From an optimization exercise on the open Yosys and OpenROAD flow, aimed at small area and a short achievable clock period; shortcuts taken in it are not production practice. Function was checked by simulation only, so behaviour that the tests miss may differ from the original.

==> run a <==
==> flow/design.v (excerpt) <==
module filter #(parameter DATA_WIDTH = 16) (
    input clk,
    input rst_n,
    input signed [DATA_WIDTH-1:0] FilterIn,
    input ValidIn,
    output signed [32:0] data_out,
    output reg ValidOut);
==> flow/config.mk <==
export PLATFORM = sky130hd
export DESIGN_NAME = filter
export DESIGN_NICKNAME = filter
export VERILOG_FILES = /design/flow/design.v
export SDC_FILE = /design/flow/constraint.sdc
export NUM_CORES = 4
export LEC_CHECK = 0
export CAP_MARGIN = 20
export CORE_MARGIN = 2
export CORE_UTILIZATION = 65
export SETUP_SLACK_MARGIN = 5
export SLEW_MARGIN = 20
export SYNTH_HIERARCHICAL = 1
export TNS_END_PERCENT = 100
==> flow/constraint.sdc <==
create_clock -name core_clock -period 10.5 [get_ports {clk}]
set_input_delay 2.1000 -clock core_clock [delete_from_list [all_inputs] [get_ports {clk}]]
set_output_delay 2.1000 -clock core_clock [all_outputs]
set_load 0.01 [all_outputs]
standard.sh (not shown) runs the stock make flow with config.mk's settings and CLKGATE_MAP_FILE= SYNTH_SCRIPT=/design/flow/synth_recipe.tcl, a recipe that flattens the netlist after the stock synthesis.
==> flow/flow/run.sh <==
#!/bin/bash
# Layout: the standard flow (standard.sh) unchanged, except that timing repair
# aims at a larger setup margin (a shorter period than the 10.5 ns clock) and the
# port buffers are plain buffers instead of delay cells.  make's full output goes
# to make_finish.log here; each ORFS step keeps its own log under orfs/logs/.
set -uo pipefail
bash standard.sh SETUP_SLACK_MARGIN=6.0 'BUFFER_PORTS_ARGS=-buffer_cell sky130_fd_sc_hd__buf_4' finish > make_finish.log 2>&1
status=$?
tail -n 40 make_finish.log
exit $status
==> run b (differences from run a) <==
CTS_BUF_LIST = sky130_fd_sc_hd__clkbuf_4 sky130_fd_sc_hd__clkbuf_8   (was default)
CTS_CLUSTER_SIZE = 24   (was default)
==> qor summary <==
Result of the run: run b timing/DRC/antenna clean; run a timing/DRC/antenna clean
Worst hold slack: run b 346 ps; run a 347 ps
Count of clock-net buffers in the final layout: run b 134; run a 81
Slew HR: run b 37.2%; run a 38.1%
Number of non-clock buffers: run b 83; run a 68
Initial antenna violation count: run b 5; run a 6
Post-route core utilization: run b 72.8%; run a 72.4%
Worst R2R End: run b rg_16$_DFF_P_; run a rg_17$_DFF_P_
Combined flip-flop and latch cell area: run b 0.0135 mm^2; run a 0.0135 mm^2
Hold_sp: run b d5[0]$_DFF_PN0_; run a d5[7]$_DFF_PN0_
Setup skew after layout: run b 35.1 ps; run a 21.2 ps
Worst Tran Pin Value: run b 941 ps; run a 928 ps
Number of design-rule violations left by the first detailed-router iteration: run b 1,519; run a 1,401
Slack of the critical path: run b 5920 ps; run a 5960 ps

* * *

==> v8 <==
filter, a different RTL version from the one above (not shown whole).
Settings: LEC_CHECK=0, CAP_MARGIN=20, CORE_MARGIN=2, CORE_UTILIZATION=65, SETUP_SLACK_MARGIN=5, SLEW_MARGIN=20, SYNTH_HIERARCHICAL=1, TNS_END_PERCENT=100; clock period 10.5 ns.
==> flow/flow/run.sh <==
#!/bin/bash
# Layout: the standard flow (standard.sh) unchanged, except that timing repair
# aims at a larger setup margin (a shorter period than the 10.5 ns clock) and the
# port buffers are plain buffers instead of delay cells.  make's full output goes
# to make_finish.log here; each ORFS step keeps its own log under orfs/logs/.
set -uo pipefail
bash standard.sh SETUP_SLACK_MARGIN=6.5 'BUFFER_PORTS_ARGS=-buffer_cell sky130_fd_sc_hd__buf_4' finish > make_finish.log 2>&1
status=$?
tail -n 40 make_finish.log
exit $status
==> inputs of v13, as changes to v8 <==
==> flow/run.sh (new file) <==
#!/bin/bash
# synth_recipe.tcl (not shown) runs the flow's synth.tcl, then flattens the netlist and writes it again
# the make line also repeats each setting of config.mk as NAME=value (left out here)
make -C /OpenROAD-flow-scripts/flow DESIGN_CONFIG=/design/flow/config.mk WORK_HOME=/design/flow/orfs CLKGATE_MAP_FILE= SYNTH_SCRIPT=/design/flow/synth_recipe.tcl finish
--- a/flow/config.mk
+++ b/flow/config.mk
@@ -8,7 +8,6 @@
 export CAP_MARGIN = 20
 export CORE_MARGIN = 2
-export CORE_UTILIZATION = 65
+export CORE_UTILIZATION = 50
 export SETUP_SLACK_MARGIN = 5
 export SLEW_MARGIN = 20
 export SYNTH_HIERARCHICAL = 1
-export TNS_END_PERCENT = 100
removed: flow/flow/run.sh
removed: flow/standard.sh
==> inputs of v15, as changes to v8 <==
==> flow/run.sh (new file) <==
#!/bin/bash
# synth_recipe.tcl (not shown) runs the flow's synth.tcl, then flattens the netlist and writes it again
# the make line also repeats each setting of config.mk as NAME=value (left out here)
make -C /OpenROAD-flow-scripts/flow DESIGN_CONFIG=/design/flow/config.mk WORK_HOME=/design/flow/orfs CLKGATE_MAP_FILE= SYNTH_SCRIPT=/design/flow/synth_recipe.tcl finish
removed: flow/flow/run.sh
removed: flow/standard.sh
==> summary of the runs <==
v15 ran to the end with no violations. v8 produced a clean layout. v13 produced a clean layout.
The lowest non-clock buffer count belongs to v15, the highest to v8.
In flip-flop and latch count, v15 and v13 do not differ.
Of v15 and v8, v8 has the higher wire length (gap about 12%, measured against v8).
In v15 the core utilization is higher than in v13, by 16 points.
Maximum frequency, highest first: v8, v15, v13.
Worst setup slack, highest first: v8, v15, v13.
In synthesized cell count, v13 and v15 do not differ.
==> figures <==
|  | v13 | v15 | v8 |
|---|---|---|---|
| Arrival time at the worst endpoint | 3410 ps | 3360 ps | 3310 ps |
| Actual transition at the worst max-transition pin | 952 ps | 1050 ps | 942 ps |
| Floorplan die area | 0.0756 sq mm | 0.0584 sq mm | 0.0584 sq mm |
| Placement-stage cell area | 0.0382 sq mm | 0.0379 sq mm | 0.0379 sq mm |
| Clock-cell share of area | 4.92% | 4.81% | 4.37% |
| Outcome | finished clean | finished clean | finished clean |
| Count of filler cells inserted in the layout | 5,818 | 3,666 | 3,265 |
| Routed wire length on met3 | 4960 microns | 6470 microns | 7380 microns |
| Seq. cell area | 0.0129 sq mm | 0.0129 sq mm | 0.0131 sq mm |
| Detail-routed via count per cell | 5.56 | 5.99 | 6.13 |
| Relative area change from synthesis to final layout | 10.4% | 9.26% | 17.1% |
| Clock period minus worst slack | 5510 ps | 5460 ps | 5410 ps |
| Die Span Y | 275 microns | 242 microns | 242 microns |
| Setup slack on the worst flop-to-flop path | 5580 ps | 5530 ps | 6010 ps |

## static timing again, ports no longer ideal
No port has a modelled driver above. Below, the same layouts with a new extraction and two added sets of constraints. Step 1: set_driving_cell puts a clkbuf_16 on clk and a buf_2 on each other input, an assumption about the parent block. Step 2 times the ports against the registers' clock, not the clock port: input delays grow and output delays shrink by t, the midpoint of the rising clock arrivals with the driver on. Three values: ideal ports, drivers, drivers and shift; two values: the first two.
| run | t, ns | slack for setup (ns) | slew at the worst register clock pin (ns) | cell pins on the clock port's net |
|---|---|---|---|---|
| run a | 0.683 | 5.964 / 5.964 / 5.444 | 0.07 / 0.07 | 1 |
| run b | 0.746 | 5.918 / 5.918 / 5.417 | 0.07 / 0.07 | 1 |
| v8 | 0.682 | 5.086 / 5.022 / 5.704 | 0.07 / 0.07 | 1 |
| v13 | 0.686 | 4.990 / 4.925 / 4.890 | 0.07 / 0.07 | 1 |
| v15 | 0.675 | 5.043 / 4.977 / 4.772 | 0.07 / 0.07 | 1 |
After both steps setup and hold are still met in every run listed. The setup slack of run a, which loses most, moves by 0.000 ns with the drivers and by -0.520 ns with both steps.
